Background: an optimization exercise with open tools, aiming at small area, a short achievable clock period and few clock cycles. Do not read the settings as production practice.
In this exercise RTL edits were held to simulation tests only and were not proved equivalent to the original.
Power and IR drop assume default switching activity.

## flow/design.v (module list and top-level ports; edited modules follow where they fit)
// module dot8: 890 lines
// module csa_fa: 4 lines
// module csa_ha: 4 lines
// module sel3: 3 lines
// module matrix_mult: 83 lines
module matrix_mult #(parameter DW = 8, m = 8, n = 8)(
    input clk,
    input reset,
    input [DW-1:0] data_in,
    input start,
    output [2*DW-1:0] data_out,
    output reg done
);
  // ...
==> flow/run.sh <==
#!/bin/bash
# synth_recipe.tcl (not shown) runs the flow's synth.tcl, then flattens the netlist and writes it again
# the make line also repeats each setting of config.mk as NAME=value (left out here)
make -C /OpenROAD-flow-scripts/flow DESIGN_CONFIG=/design/flow/config.mk WORK_HOME=/design/flow/orfs CLKGATE_MAP_FILE= SYNTH_SCRIPT=/design/flow/synth_recipe.tcl finish
==> flow/config.mk <==
export PLATFORM = sky130hd
export DESIGN_NAME = matrix_mult
export DESIGN_NICKNAME = matrix_mult
export VERILOG_FILES = /design/flow/design.v
export SDC_FILE = /design/flow/constraint.sdc
export NUM_CORES = 4
export LEC_CHECK = 0
export CAP_MARGIN = 20
export CORE_MARGIN = 2
export CORE_UTILIZATION = 65
export CTS_BUF_LIST = sky130_fd_sc_hd__clkbuf_16
export CTS_CLUSTER_DIAMETER = 80
export CTS_CLUSTER_SIZE = 25
export PLACE_DENSITY = 0.75
export SETUP_SLACK_MARGIN = 5
export SLEW_MARGIN = 20
export SYNTH_HIERARCHICAL = 1
export SYNTH_MINIMUM_KEEP_SIZE = 0
==> flow/constraint.sdc <==
create_clock -name core_clock -period 8.0 [get_ports {clk}]
set_input_delay 1.6000 -clock core_clock [delete_from_list [all_inputs] [get_ports {clk}]]
set_output_delay 1.6000 -clock core_clock [all_outputs]
set_load 0.01 [all_outputs]
==> notes.md, run 1 <==
- Status: finished clean
- Post-Syn Area: approximately 40000 µm²
- Met3 Use GR: under 10%
- # IOs: 28
- NetSw: around 0.0023 W
- Commonest cells in the netlist: dfxtp_1 (1232), a222oi_1 (288), fa_1 (273)
- Final hold violation count: 0
- CTS tree: yes
- Crit Path Max Fanout: 2
- Tapcells: just under 800
- Avg WL per Cell: approximately 29 µm
- Library cells used by synthesis: 64
- Fin nets: ~2800
- 1st-iter DRT viols: 4145
- GR Util met1: 41.3%
- Vias in the first global route: about 21000
- Proportion of synthesized area in mux cells: 2.19%
- Avg Inst Size Synth: roughly 17 µm²
- Main synth FF type: dfxtp_1
- Grt met2 use: about half
- Sequential area share after synthesis: a little over two thirds
- Power in combinational cells: 0.0000820 W
- YS warnings: 12
- Clk tree area frac: under 10%
- Cell mode on critical path: fa_2
- FFs w/ async S/R, synth: 0%
- Post-Synth Adder-Cell Area: between 10 and 15%
- Via count: about 20000
- Core Util, Final: between 70% and 80%
- Critical path buffers and inverters: 0
- Buffers excl. clock: 31
- Multi-input logic area: roughly 12000 µm²
- Initial Util: around 65%
- R2R Path Start: ar[49][0]
- Synth area leader: dfxtp_1
- Area grow syn2layout: 9.00%
- Total grt overflow: 0
- Total GRT Usage: a little under a third
- Fmax: around 300 MHz
- Worst path max stage delay: 400 ps
- Storage cell area: ~28000 µm²
- Critical path required time: between 8000 and 9000 ps
- WL met2: about 45 mm
- Share of cells above drive strength 1: under 10%
- Setup violators final: 0
Testbench counts, summed over its fixed seeds: cycles 6,056.
==> module matrix_mult, before the edit <==
module matrix_mult #(parameter DW = 8, m = 8, n = 8)(
    input clk,
    input reset,
    input [DW-1:0] data_in,
    input start,
    output [2*DW-1:0] data_out,
    output reg done
);
  localparam S = 3;
  localparam LAST = 186 + S;
  reg [7:0] cnt;
  wire idle = (cnt == 8'd0) || (cnt == LAST);
  always @(posedge clk) begin
    if (reset)
      cnt <= 8'd0;
    else if (idle)
      cnt <= start ? 8'd1 : 8'd0;
    else
      cnt <= cnt + 8'd1;
  end
  always @(posedge clk) begin
    if (reset)
      done <= 1'b0;
    else
      done <= (cnt >= 122 + S) && (cnt <= 185 + S);
  end
  reg load_a, load_row;
  reg [7:0] load_b;
  wire [6:0] bidx = cnt[6:0] - 7'd1;    
  integer lb;
  always @(posedge clk) begin
    load_a <= (cnt >= 8'd1) && (cnt <= 8'd64);
    load_row <= (cnt[2:0] == 3'd1);
    for (lb = 0; lb < 8; lb = lb + 1)
      load_b[lb] <= (cnt >= 8'd65) && (cnt <= 8'd128) && (bidx[5:3] == lb);
  end
  reg [7:0] ar [0:63];
  integer p;
  always @(posedge clk) begin
    ar[0] <= load_a ? data_in : ar[63];
    for (p = 1; p < 64; p = p + 1)
      ar[p] <= ar[p-1];
  end
  wire [8:0] psum [0:3];
  genvar pg, pb;
  generate for (pg = 0; pg < 4; pg = pg + 1) begin : pa
    wire [7:0] x = ar[55 - 2*pg];
    wire [7:0] y = ar[54 - 2*pg];
    wire [8:0] c;
    assign c[0] = 1'b0;
    csa_ha u_h0 (.a(x[0]), .b(y[0]), .s(psum[pg][0]), .co(c[1]));
    for (pb = 1; pb < 8; pb = pb + 1) begin : fb
      csa_fa u_f (.a(x[pb]), .b(y[pb]), .c(c[pb]), .s(psum[pg][pb]), .co(c[pb+1]));
    end
    assign psum[pg][8] = c[8];
  end endgenerate
  reg [63:0] arow;
  reg [35:0] arowp;
  integer q;
  always @(posedge clk) begin
    if (load_row) begin
      for (q = 0; q < 8; q = q + 1)
        arow[8*q +: 8] <= ar[55 - q];
      for (q = 0; q < 4; q = q + 1)
        arowp[9*q +: 9] <= psum[q];
    end
  end
  reg [7:0] bl [0:63];
  integer k, r;
  always @(posedge clk) begin
    for (k = 0; k < 8; k = k + 1) begin
      bl[8*k] <= load_b[k] ? data_in : bl[8*k+7];
      for (r = 1; r < 8; r = r + 1)
        bl[8*k+r] <= bl[8*k+r-1];
    end
  end
  wire [63:0] bcol;
  genvar g;
  generate for (g = 0; g < 8; g = g + 1) begin : bc
    assign bcol[8*g +: 8] = bl[8*g];
  end endgenerate
  dot8 u_dot (.clk(clk), .a(arow), .ap(arowp), .b(bcol), .dot(data_out));
endmodule
==> run 2, diff against run 1 <==
--- a/flow/design.v
+++ b/flow/design.v
@@ -401,17 +401,17 @@
   sel3 u_sel3_7_2 (.s1(e3_7_1), .s2(e3_7_2), .s3(e3_7_3), .u(u3[2]), .v(v3[2]), .w(w3[2]), .y(pq3[65]));
   sel3 u_sel3_7_3 (.s1(e3_7_1), .s2(e3_7_2), .s3(e3_7_3), .u(u3[3]), .v(v3[3]), .w(w3[3]), .y(pq3[66]));
   sel3 u_sel3_7_4 (.s1(e3_7_1), .s2(e3_7_2), .s3(e3_7_3), .u(u3[4]), .v(v3[4]), .w(w3[4]), .y(pq3[67]));
   sel3 u_sel3_7_5 (.s1(e3_7_1), .s2(e3_7_2), .s3(e3_7_3), .u(u3[5]), .v(v3[5]), .w(w3[5]), .y(pq3[68]));
   sel3 u_sel3_7_6 (.s1(e3_7_1), .s2(e3_7_2), .s3(e3_7_3), .u(u3[6]), .v(v3[6]), .w(w3[6]), .y(pq3[69]));
   sel3 u_sel3_7_7 (.s1(e3_7_1), .s2(e3_7_2), .s3(e3_7_3), .u(u3[7]), .v(v3[7]), .w(w3[7]), .y(pq3[70]));
   sel3 u_sel3_7_8 (.s1(e3_7_1), .s2(e3_7_2), .s3(e3_7_3), .u(u3[8]), .v(v3[8]), .w(w3[8]), .y(pq3[71]));
   reg [134:0] st1;
-  reg [37:0] st2;
+  reg [31:0] st2;
   wire s1, c2, s3, c4, s5, c6, s7, c8, s9, c10, s11, c12, s13, c14, s15, c16;
   wire s17, c18, s19, c20, s21, c22, s23, c24, s25, c26, s27, c28, s29, c30, s31, c32;
   wire s33, c34, s35, c36, s37, c38, s39, c40, s41, c42, s43, c44, s45, c46, s47, c48;
   wire s49, c50, s51, c52, s53, c54, s55, c56, s57, c58, s59, c60, s61, c62, s63, c64;
   wire s65, c66, s67, c68, s69, c70, s71, c72, s73, c74, s75, c76, s77, c78, s79, c80;
   wire s81, c82, s83, c84, s85, c86, s87, c88, s89, c90, s91, c92, s93, c94, s95, c96;
   wire s97, c98, s99, c100, s101, c102, s103, c104, s105, c106, s107, c108, s109, c110, s111, c112;
   wire s113, c114, s115, c116, s117, c118, s119, c120, s121, c122, s123, c124, s125, c126, s127, c128;
@@ -433,17 +433,17 @@
   wire s369, c370, s371, c372, s373, c374, s375, c376, s377, c378, s379, c380, s381, c382, s383, c384;
   wire s385, c386, s387, c388, s389, c390, s391, c392, s393, c394, s395, c396, s397, c398, s399, c400;
   wire s401, c402, s403, c404, s405, c406, s407, c408, s409, c410, s411, c412, s413, c414, s415, c416;
   wire s417, c418, s419, c420, s421, c422, s423, c424, s425, c426, s427, c428, s429, c430, s431, c432;
   wire s433, c434, s435, c436, s437, c438, s439, c440, s441, c442, s443, c444, s445, c446, s447, c448;
   wire s449, c450, s451, c452, s453, c454, s455, c456, s457, c458, s459, c460, s461, c462, s463, c464;
   wire s465, c466, s467, c468, s469, c470, s471, c472, s473, c474, s475, c476, s477, c478, s479, c480;
   wire s481, c482, s483, c484, s485, c486, s487, c488, s489, c490, s491, c492, s493, c494, s495, c496;
-  wire s497, s498, s499, s500, s501, c502, s503, c504, s505, c506, s507, c508, s509, c510, s511, c512;
+  wire s497, c498, s499, c500, s501, c502, s503, c504, s505, c506, s507, c508, s509, s510, s511, s512;
   csa_fa u_s1 (.a(pq0[0]), .b(pq1[0]), .c(pq2[0]), .s(s1), .co(c2));
   assign s3 = ~(pq0[1] ^ pq0[9]);
   assign c4 = pq0[1] | pq0[9];
   csa_fa u_s5 (.a(pq1[1]), .b(pq1[9]), .c(pq2[1]), .s(s5), .co(c6));
   csa_fa u_s7 (.a(pq2[9]), .b(pq3[1]), .c(pq3[9]), .s(s7), .co(c8));
   csa_fa u_s9 (.a(s3), .b(c2), .c(s5), .s(s9), .co(c10));
   csa_fa u_s11 (.a(pq0[10]), .b(pq0[18]), .c(pq0[2]), .s(s11), .co(c12));
   csa_fa u_s13 (.a(pq1[10]), .b(pq1[18]), .c(pq1[2]), .s(s13), .co(c14));
@@ -791,58 +791,64 @@
   csa_fa u_s405 (.a(st1[78]), .b(st1[79]), .c(st1[80]), .s(s405), .co(c406));
   csa_fa u_s407 (.a(st1[81]), .b(st1[82]), .c(st1[83]), .s(s407), .co(c408));
   csa_fa u_s409 (.a(c378), .b(c380), .c(c382), .s(s409), .co(c410));
   csa_fa u_s411 (.a(c384), .b(c386), .c(s399), .s(s411), .co(c412));
   csa_fa u_s413 (.a(s401), .b(s403), .c(s405), .s(s413), .co(c414));
   csa_fa u_s415 (.a(s407), .b(c388), .c(c390), .s(s415), .co(c416));
   csa_fa u_s417 (.a(c392), .b(s409), .c(s411), .s(s417), .co(c418));
   csa_fa u_s419 (.a(s413), .b(c394), .c(s415), .s(s419), .co(c420));
-  csa_fa u_s421 (.a(st1[84]), .b(st1[85]), .c(st1[86]), .s(s421), .co(c422));
-  csa_fa u_s423 (.a(st1[87]), .b(st1[88]), .c(st1[89]), .s(s423), .co(c424));
-  csa_fa u_s425 (.a(st1[90]), .b(st1[91]), .c(st1[92]), .s(s425), .co(c426));
-  csa_fa u_s427 (.a(st1[93]), .b(st1[94]), .c(st1[95]), .s(s427), .co(c428));
-  csa_fa u_s429 (.a(c400), .b(c402), .c(c404), .s(s429), .co(c430));
-  csa_fa u_s431 (.a(c406), .b(c408), .c(s421), .s(s431), .co(c432));
-  csa_fa u_s433 (.a(s423), .b(s425), .c(s427), .s(s433), .co(c434));
-  csa_fa u_s435 (.a(c410), .b(c412), .c(c414), .s(s435), .co(c436));
-  csa_fa u_s437 (.a(s429), .b(s431), .c(s433), .s(s437), .co(c438));
-  csa_fa u_s439 (.a(c416), .b(c418), .c(s435), .s(s439), .co(c440));
-  csa_fa u_s441 (.a(st1[100]), .b(st1[101]), .c(st1[102]), .s(s441), .co(c442));
-  csa_fa u_s443 (.a(st1[103]), .b(st1[104]), .c(st1[105]), .s(s443), .co(c444));
-  csa_fa u_s445 (.a(st1[106]), .b(st1[96]), .c(st1[97]), .s(s445), .co(c446));
-  csa_fa u_s447 (.a(st1[98]), .b(st1[99]), .c(c422), .s(s447), .co(c448));
-  csa_fa u_s449 (.a(c424), .b(c426), .c(c428), .s(s449), .co(c450));
-  csa_fa u_s451 (.a(s441), .b(s443), .c(s445), .s(s451), .co(c452));
-  csa_fa u_s453 (.a(c430), .b(c432), .c(c434), .s(s453), .co(c454));
-  csa_fa u_s455 (.a(s447), .b(s449), .c(s451), .s(s455), .co(c456));
-  csa_fa u_s457 (.a(c436), .b(c438), .c(s453), .s(s457), .co(c458));
-  csa_fa u_s459 (.a(st1[107]), .b(st1[108]), .c(st1[109]), .s(s459), .co(c460));
-  csa_fa u_s461 (.a(st1[110]), .b(st1[111]), .c(st1[112]), .s(s461), .co(c462));
-  csa_fa u_s463 (.a(st1[113]), .b(st1[114]), .c(st1[115]), .s(s463), .co(c464));
-  csa_fa u_s465 (.a(st1[116]), .b(c442), .c(c444), .s(s465), .co(c466));
-  csa_fa u_s467 (.a(c446), .b(s459), .c(s461), .s(s467), .co(c468));
-  csa_fa u_s469 (.a(s463), .b(c448), .c(c450), .s(s469), .co(c470));
-  csa_fa u_s471 (.a(c452), .b(s465), .c(s467), .s(s471), .co(c472));
-  csa_fa u_s473 (.a(c454), .b(s469), .c(c456), .s(s473), .co(c474));
-  csa_fa u_s475 (.a(st1[117]), .b(st1[118]), .c(st1[119]), .s(s475), .co(c476));
-  csa_fa u_s477 (.a(st1[120]), .b(st1[121]), .c(st1[122]), .s(s477), .co(c478));
-  csa_fa u_s479 (.a(st1[123]), .b(c460), .c(c462), .s(s479), .co(c480));
-  csa_fa u_s481 (.a(c464), .b(s475), .c(s477), .s(s481), .co(c482));
-  csa_fa u_s483 (.a(c466), .b(c468), .c(s479), .s(s483), .co(c484));
-  csa_fa u_s485 (.a(s481), .b(c470), .c(c472), .s(s485), .co(c486));
-  csa_fa u_s487 (.a(st1[124]), .b(st1[125]), .c(st1[126]), .s(s487), .co(c488));
-  csa_fa u_s489 (.a(st1[127]), .b(st1[128]), .c(st1[129]), .s(s489), .co(c490));
-  csa_fa u_s491 (.a(st1[130]), .b(c476), .c(c478), .s(s491), .co(c492));
-  csa_fa u_s493 (.a(s487), .b(s489), .c(c480), .s(s493), .co(c494));
-  csa_fa u_s495 (.a(c482), .b(s491), .c(c484), .s(s495), .co(c496));
-  assign s497 = st1[131] ^ st1[132] ^ st1[133];
-  assign s498 = st1[134] ^ c488 ^ c490;
-  assign s499 = s497 ^ c492 ^ s498;
-  assign s500 = c494 ^ s499 ^ c496;
+  csa_fa u_s421 (.a(s417), .b(c396), .c(s419), .s(s421), .co(c422));
+  csa_fa u_s423 (.a(st1[84]), .b(st1[85]), .c(st1[86]), .s(s423), .co(c424));
+  csa_fa u_s425 (.a(st1[87]), .b(st1[88]), .c(st1[89]), .s(s425), .co(c426));
+  csa_fa u_s427 (.a(st1[90]), .b(st1[91]), .c(st1[92]), .s(s427), .co(c428));
+  csa_fa u_s429 (.a(st1[93]), .b(st1[94]), .c(st1[95]), .s(s429), .co(c430));
+  csa_fa u_s431 (.a(c400), .b(c402), .c(c404), .s(s431), .co(c432));
+  csa_fa u_s433 (.a(c406), .b(c408), .c(s423), .s(s433), .co(c434));
+  csa_fa u_s435 (.a(s425), .b(s427), .c(s429), .s(s435), .co(c436));
+  csa_fa u_s437 (.a(c410), .b(c412), .c(c414), .s(s437), .co(c438));
+  csa_fa u_s439 (.a(s431), .b(s433), .c(s435), .s(s439), .co(c440));
+  csa_fa u_s441 (.a(c416), .b(c418), .c(s437), .s(s441), .co(c442));
+  csa_fa u_s443 (.a(s439), .b(c420), .c(s441), .s(s443), .co(c444));
+  csa_fa u_s445 (.a(st1[100]), .b(st1[101]), .c(st1[102]), .s(s445), .co(c446));
+  csa_fa u_s447 (.a(st1[103]), .b(st1[104]), .c(st1[105]), .s(s447), .co(c448));
+  csa_fa u_s449 (.a(st1[106]), .b(st1[96]), .c(st1[97]), .s(s449), .co(c450));
+  csa_fa u_s451 (.a(st1[98]), .b(st1[99]), .c(c424), .s(s451), .co(c452));
+  csa_fa u_s453 (.a(c426), .b(c428), .c(c430), .s(s453), .co(c454));
+  csa_fa u_s455 (.a(s445), .b(s447), .c(s449), .s(s455), .co(c456));
+  csa_fa u_s457 (.a(c432), .b(c434), .c(c436), .s(s457), .co(c458));
+  csa_fa u_s459 (.a(s451), .b(s453), .c(s455), .s(s459), .co(c460));
+  csa_fa u_s461 (.a(c438), .b(c440), .c(s457), .s(s461), .co(c462));
+  csa_fa u_s463 (.a(s459), .b(c442), .c(s461), .s(s463), .co(c464));
+  csa_fa u_s465 (.a(st1[107]), .b(st1[108]), .c(st1[109]), .s(s465), .co(c466));
+  csa_fa u_s467 (.a(st1[110]), .b(st1[111]), .c(st1[112]), .s(s467), .co(c468));
+  csa_fa u_s469 (.a(st1[113]), .b(st1[114]), .c(st1[115]), .s(s469), .co(c470));
+  csa_fa u_s471 (.a(st1[116]), .b(c446), .c(c448), .s(s471), .co(c472));
+  csa_fa u_s473 (.a(c450), .b(s465), .c(s467), .s(s473), .co(c474));
+  csa_fa u_s475 (.a(s469), .b(c452), .c(c454), .s(s475), .co(c476));
+  csa_fa u_s477 (.a(c456), .b(s471), .c(s473), .s(s477), .co(c478));
+  csa_fa u_s479 (.a(c458), .b(s475), .c(c460), .s(s479), .co(c480));
+  csa_fa u_s481 (.a(s477), .b(c462), .c(s479), .s(s481), .co(c482));
+  csa_fa u_s483 (.a(st1[117]), .b(st1[118]), .c(st1[119]), .s(s483), .co(c484));
+  csa_fa u_s485 (.a(st1[120]), .b(st1[121]), .c(st1[122]), .s(s485), .co(c486));
+  csa_fa u_s487 (.a(st1[123]), .b(c466), .c(c468), .s(s487), .co(c488));
+  csa_fa u_s489 (.a(c470), .b(s483), .c(s485), .s(s489), .co(c490));
+  csa_fa u_s491 (.a(c472), .b(c474), .c(s487), .s(s491), .co(c492));
+  csa_fa u_s493 (.a(s489), .b(c476), .c(c478), .s(s493), .co(c494));
+  csa_fa u_s495 (.a(s491), .b(c480), .c(s493), .s(s495), .co(c496));
+  csa_fa u_s497 (.a(st1[124]), .b(st1[125]), .c(st1[126]), .s(s497), .co(c498));
+  csa_fa u_s499 (.a(st1[127]), .b(st1[128]), .c(st1[129]), .s(s499), .co(c500));
+  csa_fa u_s501 (.a(st1[130]), .b(c484), .c(c486), .s(s501), .co(c502));
+  csa_fa u_s503 (.a(s497), .b(s499), .c(c488), .s(s503), .co(c504));
+  csa_fa u_s505 (.a(c490), .b(s501), .c(c492), .s(s505), .co(c506));
+  csa_fa u_s507 (.a(s503), .b(c494), .c(s505), .s(s507), .co(c508));
+  assign s509 = st1[131] ^ st1[132] ^ st1[133];
+  assign s510 = st1[134] ^ c498 ^ c500;
+  assign s511 = s509 ^ c502 ^ s510;
+  assign s512 = c504 ^ s511 ^ c506;
   always @(posedge clk) begin
       st2[0] <= st1[0];
       st2[1] <= st1[1];
       st2[2] <= st1[2];
       st2[3] <= st1[3];
       st2[4] <= st1[7];
       st2[5] <= s319;
       st2[6] <= s321;
@@ -852,45 +858,33 @@
       st2[10] <= c332;
       st2[11] <= s343;
       st2[12] <= s355;
       st2[13] <= s357;
       st2[14] <= c358;
       st2[15] <= s375;
       st2[16] <= c376;
       st2[17] <= s397;
-      st2[18] <= s417;
-      st2[19] <= c396;
-      st2[20] <= s419;
-      st2[21] <= c398;
-      st2[22] <= s437;
-      st2[23] <= c420;
-      st2[24] <= s439;
-      st2[25] <= s455;
-      st2[26] <= c440;
-      st2[27] <= s457;
-      st2[28] <= s471;
-      st2[29] <= c458;
-      st2[30] <= s473;
-      st2[31] <= s483;
-      st2[32] <= c474;
-      st2[33] <= s485;
-      st2[34] <= s493;
-      st2[35] <= c486;
-      st2[36] <= s495;
-      st2[37] <= s500;
+      st2[18] <= c398;
+      st2[19] <= s421;
+      st2[20] <= c422;
+      st2[21] <= s443;
+      st2[22] <= c444;
+      st2[23] <= s463;
+      st2[24] <= c464;
+      st2[25] <= s481;
+      st2[26] <= c482;
+      st2[27] <= s495;
+      st2[28] <= c496;
+      st2[29] <= s507;
+      st2[30] <= c508;
+      st2[31] <= s512;
   end
-  csa_fa u_s501 (.a(st2[18]), .b(st2[19]), .c(st2[20]), .s(s501), .co(c502));
-  csa_fa u_s503 (.a(st2[22]), .b(st2[23]), .c(st2[24]), .s(s503), .co(c504));
-  csa_fa u_s505 (.a(st2[25]), .b(st2[26]), .c(st2[27]), .s(s505), .co(c506));
-  csa_fa u_s507 (.a(st2[28]), .b(st2[29]), .c(st2[30]), .s(s507), .co(c508));
-  csa_fa u_s509 (.a(st2[31]), .b(st2[32]), .c(st2[33]), .s(s509), .co(c510));
-  csa_fa u_s511 (.a(st2[34]), .b(st2[35]), .c(st2[36]), .s(s511), .co(c512));
-  wire [15:0] row0 = {st2[37], c510, c508, c506, c504, c502, st2[21], st2[16], st2[14], st2[12], st2[10], st2[8], st2[6], st2[4], st2[2], st2[0]};
-  wire [15:0] row1 = {c512, s511, s509, s507, s505, s503, s501, st2[17], st2[15], st2[13], st2[11], st2[9], st2[7], st2[5], st2[3], st2[1]};
+  wire [15:0] row0 = {st2[30], st2[28], st2[26], st2[24], st2[22], st2[20], st2[18], st2[16], st2[14], st2[12], st2[10], st2[8], st2[6], st2[4], st2[2], st2[0]};
+  wire [15:0] row1 = {st2[31], st2[29], st2[27], st2[25], st2[23], st2[21], st2[19], st2[17], st2[15], st2[13], st2[11], st2[9], st2[7], st2[5], st2[3], st2[1]};
   always @(posedge clk) dot <= ~row0 + ~row1;
 endmodule
 module csa_fa (input a, input b, input c, output s, output co);
   assign s = a ^ b ^ c;
   assign co = (a & b) | (a & c) | (b & c);
 endmodule
 module csa_ha (input a, input b, output s, output co);
   assign s = a ^ b;
@@ -938,27 +932,19 @@
   reg [7:0] ar [0:63];
   integer p;
   always @(posedge clk) begin
     ar[0] <= load_a ? data_in : ar[63];
     for (p = 1; p < 64; p = p + 1)
       ar[p] <= ar[p-1];
   end
   wire [8:0] psum [0:3];
-  genvar pg, pb;
+  genvar pg;
   generate for (pg = 0; pg < 4; pg = pg + 1) begin : pa
-    wire [7:0] x = ar[55 - 2*pg];
-    wire [7:0] y = ar[54 - 2*pg];
-    wire [8:0] c;
-    assign c[0] = 1'b0;
-    csa_ha u_h0 (.a(x[0]), .b(y[0]), .s(psum[pg][0]), .co(c[1]));
-    for (pb = 1; pb < 8; pb = pb + 1) begin : fb
-      csa_fa u_f (.a(x[pb]), .b(y[pb]), .c(c[pb]), .s(psum[pg][pb]), .co(c[pb+1]));
-    end
-    assign psum[pg][8] = c[8];
+    add8 u_add (.x(ar[55 - 2*pg]), .y(ar[54 - 2*pg]), .s(psum[pg]));
   end endgenerate
   reg [63:0] arow;
   reg [35:0] arowp;
   integer q;
   always @(posedge clk) begin
     if (load_row) begin
       for (q = 0; q < 8; q = q + 1)
         arow[8*q +: 8] <= ar[55 - q];
@@ -977,8 +963,11 @@
   end
   wire [63:0] bcol;
   genvar g;
   generate for (g = 0; g < 8; g = g + 1) begin : bc
     assign bcol[8*g +: 8] = bl[8*g];
   end endgenerate
   dot8 u_dot (.clk(clk), .a(arow), .ap(arowp), .b(bcol), .dot(data_out));
 endmodule
+module add8 (input [7:0] x, input [7:0] y, output [8:0] s);
+  assign s = {1'b0, x} + {1'b0, y};
+endmodule
==> flow/config.mk (replaced) <==
export PLATFORM = sky130hd
export DESIGN_NAME = matrix_mult
export DESIGN_NICKNAME = matrix_mult
export VERILOG_FILES = /design/flow/design.v
export SDC_FILE = /design/flow/constraint.sdc
export NUM_CORES = 4
export LEC_CHECK = 0
export CAP_MARGIN = 20
export CORE_MARGIN = 2
export CORE_UTILIZATION = 60
export CTS_BUF_LIST = sky130_fd_sc_hd__clkbuf_16
export CTS_CLUSTER_DIAMETER = 80
export CTS_CLUSTER_SIZE = 25
export PLACE_DENSITY = 0.65
export SETUP_SLACK_MARGIN = 5
export SLEW_MARGIN = 20
export SYNTH_HIERARCHICAL = 1
export SYNTH_MINIMUM_KEEP_SIZE = 0
==> run 2 against run 1 <==
- area after synthesis up 1.3%
- worst hold slack improved by 13 ps
- core utilization is 5.4 points lower
- largest power group unchanged
- clock skew rose by 5.7 ps
- still clean
==> notes.md, run 2 <==
- Total GRT Usage: 27.7% (was 31.1%)
- CP endpoint kind: flop (unchanged)
- 1st-iter DRT viols: 3599 (was 4145)
- DRC Markers: 0 (unchanged)
- Quantity of I/O buffers inserted on ports: 27 (unchanged)
- Slew Viols, Final: 0 (unchanged)
- Setup violators final: 0 (unchanged)
- Final std cells w/o fill: 3522 (was 3308)
- RSZ-0062 raised after global routing: yes (unchanged)
- Via count: 21232 (was 20409)
- Fin nets: 2950 (was 2818)
- Setup crit end: u_dot.st1[123] (was arowp[34])
- Pin count of the biggest net entering global routing: 63 (was 52)
- YS warnings: 12 (unchanged)
- Initial Util: 60.6% (was 65.4%)
- Setup Buffers After CTS: 0 (was 3)
- Crit start category: flop (unchanged)
- CTS tree: yes (unchanged)
- Pleak: 15.7 nW (was 15.4 nW)
- Top delay family on crit path: adder cells (unchanged)
- Crit path cell chain: nor2b_1 -> a222oi_1 -> fa_1 -> fa_1 (was ha_4 -> fa_2 -> fa_2 -> fa_2 -> fa_2 -> fa_2 -> fa_2 -> fa_2)
- Top-count cell post-synth: dfxtp_1 (unchanged)
- Avg WL per Cell: 26.6 µm (was 28.9 µm)
- Area share of the largest cell type after synthesis: 61.6% (was 62.7%)
- Post-synth EDFFs: 100 (unchanged)
- Die H: 262 µm (was 250 µm)
- Commonest cells in the netlist: dfxtp_1 (1226), a222oi_1 (288), fa_1 (249) (was dfxtp_1 (1232), a222oi_1 (288), fa_1 (273))
- Total power draw: 0.0108 W (was 0.0109 W)
- Hold WC Path Type: flop to flop (unchanged)
- Crit path from: bl[48][6] (was ar[49][0])
- Num CTS Buffers: 66 (unchanged)
- Detail Placement HPWL: 68.5 mm (was 66.9 mm)
- Critical path buffers and inverters: 0 (unchanged)
- Library cells used by synthesis: 64 (unchanged)
- CP max stage cell: nor2b_1 (was fa_2)
- Synth area leader: dfxtp_1 (unchanged)
- Status: finished clean (unchanged)
- Final period util: 37.0% (was 41.9%)
- Worst-case register-to-register setup slack: 5040 ps (was 4650 ps)
- Worst path max stage delay: 800 ps (was 400 ps)
- Avg Inst Size Synth: 16.0 µm² (was 16.7 µm²)
- Post-Syn Area: 39900 µm² (was 39400 µm²)
- Core Region: 65700 µm² (was 60100 µm²)
- Post-synthesis cell count: 2485 (was 2354)
- Maximum root-to-sink buffer count: 3 (unchanged)
- Cell count after placement: 3426 (was 3213)
- Worst Skew: 38.1 ps (was 32.4 ps)
- Post-DRT Antenna Nets: 0 (unchanged)
- TritonRoute pass-1 iters: 17 (was 15)
- # H-tree levels: 3 (unchanged)
- Drt via density: 6.03 (was 6.17)
- Critical path type: flop to flop (unchanged)
- # IOs: 28 (unchanged)
- Gpl congestion: 0.990 (was 0.942)
- Total grt overflow: 0 (unchanged)
- R2R Path Start: bl[48][6] (was ar[49][0])
- FFs w/ async S/R, synth: 0% (unchanged)
- Initial antenna violation count: 6 (was 7)
- Commonest cells after routing, fill and taps aside: dfxtp_1 (1224), a222oi_1 (288), fa_1 (247), edfxtp_1 (100), inv_1 (97) (was dfxtp_1 (1223), a222oi_1 (288), fa_1 (245), edfxtp_1 (100), inv_1 (88))
- Worst r2r path cells: 4 (was 8)
- Fmax: 338 MHz (was 299 MHz)
- Vias in the first global route: 21094 (was 20683)
- Crit Path Max Fanout: 9 (was 2)
- Share of cells above drive strength 1: 6.44% (was 8.47%)
- MaxCap Viol Count: 0 (unchanged)
- Commonest non-fill, non-tap cell in the layout: dfxtp_1 (unchanged)
- CTS clk-pin slew, worst paths: 90 ps (was 100 ps)
- Root buf cell: clkbuf_16 (unchanged)
- Pwr/cell area: 250 nW/µm² (was 255 nW/µm²)
- Slew headroom: 27.1% (was 27.4%)
- Clk sinks: 1326 (was 1332)
- #FFs+latches synth: 1326 (was 1332)
- Worst path depth: 4 (was 8)
- Worst vdd ir: 0.213 mV (was 0.264 mV)
- First-pass GRT wire length: 137 mm (was 141 mm)
- Biggest regs: ar (512), bl (512), u_dot.st1 (135) (unchanged)
- Area grow syn2layout: 8.69% (was 9.00%)
- Synth top area cells: dfxtp_1 (62%), fa_1 (13%), edfxtp_1 (7.5%), a222oi_1 (7.2%), mux2_2 (2.1%) (was dfxtp_1 (63%), fa_1 (14%), edfxtp_1 (7.6%), a222oi_1 (7.3%), mux2_2 (2.1%))
- Total wire length: 93.6 mm (was 95.7 mm)
- Sequential area share after synthesis: 69.1% (was 70.3%)
- Final hold violation count: 0 (unchanged)
- # rows: 94 (was 90)
- Die Footprint: 68500 µm² (was 62500 µm²)
- Worst Tran Pin Value: 1090 ps (about the same)
- Cell mode on critical path: fa_1 (was fa_2)
- Critical path required time: 8510 ps (was 8400 ps)
- Setup tns final: 0 ps (unchanged)
- Reg2reg end: u_dot.st1[123] (was arowp[34])
- CP Data Arrival Time: 3480 ps (was 3740 ps)
- Die Wd: 262 µm (was 250 µm)
- Min Tclk post-route: 2960 ps (was 3350 ps)
- # hold bufs at CTS: 0 (unchanged)
- Main synth FF type: dfxtp_1 (unchanged)
- Worst-skew pair later-pin latency: 640 ps (was 650 ps)
- Fill count: 4555 (was 3682)
-- run 2: cell count changes in the layout (fill, tap and decap cells not counted), sizes merged, moves of 10 or more --
cell / delta
nand2: +14
a21oi: +19
xor2: +10
nor2: +14
inv: +16
ha: +28
fa: -24
-- run 2: final cells by class --
cell class	count	area [µm²]	area share, %
Sequential cell	1326	27600	63.6
Multi-Input combinational cell	1120	12200	28.1
Clock buffer	66	1650	3.81
Tap cell	864	1080	2.50
Inverter	88	330	0.762
Clock inverter	28	272	0.627
Timing Repair Buffer	28	256	0.592
Antenna cell	2	5.00	0.0116
-- run 2: worst min path at each step --
stage | startpoint | slack, ps | to | depth (start not counted)
CTS | ar[17][1] | 320 | ar[18][1] | 0
floorplan | ar[9][0] | 310 | ar[10][0] | 0
global placement | ar[17][1] | 310 | ar[18][1] | 0
detailed placement | ar[33][6] | 310 | ar[34][6] | 0
finish | bl[38][0] | 320 | bl[39][0] | 0
global route | ar[58][7] | 320 | ar[59][7] | 0
-- run 2: kinds of logic (layout without fill, tap and decap cells) --
kind of cell / after synthesis / in the layout / synth area share, %
mux: 80 / 80 / 2.24
buf+inv: 102 / 210 / 0.986
other cells: 1 / 66 / 0.00941
flops: 1326 / 1326 / 69.1
xor+xnor: 44 / 44 / 0.967
compound gates: 401 / 401 / 9.18
fa+ha+maj: 309 / 309 / 14.4
simple gates: 222 / 222 / 3.13
-- run 2: layer usage --
| layer | routed length, µm | track usage, % |
|---|---|---|
| met5 | 10 | 0 |
| met4 | 3960 | 10.4 |
| met3 | 8890 | 5.50 |
| met2 | 40900 | 42.6 |
| met1 | 39800 | 39.3 |
-- run 2: Yosys stat by module, one instance, submodules excluded --
module       flops+latches  times used
add8                     0           4
dot8                   183           1
csa_fa                   0         244
sel3                     0         288
matrix_mult           1143           1
-- run 2: stage by stage --
stage               hold WS [ps]  utilization, %  instance area, µm²  worst slack (ps)
floorplan                    310               -               40100              5070
global placement             309            63.0               41400              4920
detailed placement           312            63.0               41400              4900
CTS                          320            65.9               43300              4970
global route                 325            65.9               43300              4980
finish                       319            65.9               43300              5040
-- run 2: timing repair --
item / 4_1_cts / 5_1_grt
pin swaps: 0 / 2
endpoints found under the setup margin: 18 / 2
gates resized for setup: 18 / 4
-- run 2: report_power, final --
| part | leakage (nW) | switching, W | internal, W | total, W |
|---|---|---|---|---|
| registers | 11.0 | 0.000174 | 0.00696 | 0.00713 |
| clock network | 0.989 | 0.00203 | 0.00158 | 0.00361 |
| logic | 3.73 | 0.0000452 | 0.0000322 | 0.0000775 |
Testbench counts of run 2, summed over its fixed seeds: cycles 6,056.

==> port drivers added, routing unchanged <==
The results above use ideal ports. As a check the final layouts listed here were re-extracted and re-timed, cells and wires unchanged.
Step 1 (the two cells are an assumption about what drives the block):
set clk [get_ports {clk}]
set_driving_cell -lib_cell sky130_fd_sc_hd__clkbuf_16 $clk
set_driving_cell -lib_cell sky130_fd_sc_hd__buf_2 [delete_from_list [all_inputs] $clk]
Step 2 adds t to the input delays and takes it off the output delays; t is the mean of the earliest and latest rising clock arrival at the registers after step 1. Input paths then give back, and output paths get back, about the clock's delay inside the block.
Three values: ideal ports, drivers, drivers and shift; two values: the first two.
| run | t, ns | setup WS [ns] | hold WS [ns] | clock arrival spread, ns | worst data-port slew with drivers (ns) |
|---|---|---|---|---|---|
| run 1 | 0.701 | 4.651 / 4.651 / 4.651 | 0.305 / 0.305 / 0.305 | 0.034 / 0.034 | 0.07 |
| run 2 | 0.688 | 5.038 / 5.038 / 5.038 | 0.319 / 0.319 / 0.319 | 0.041 / 0.041 | 0.06 |
After both steps every run listed still meets setup and hold.
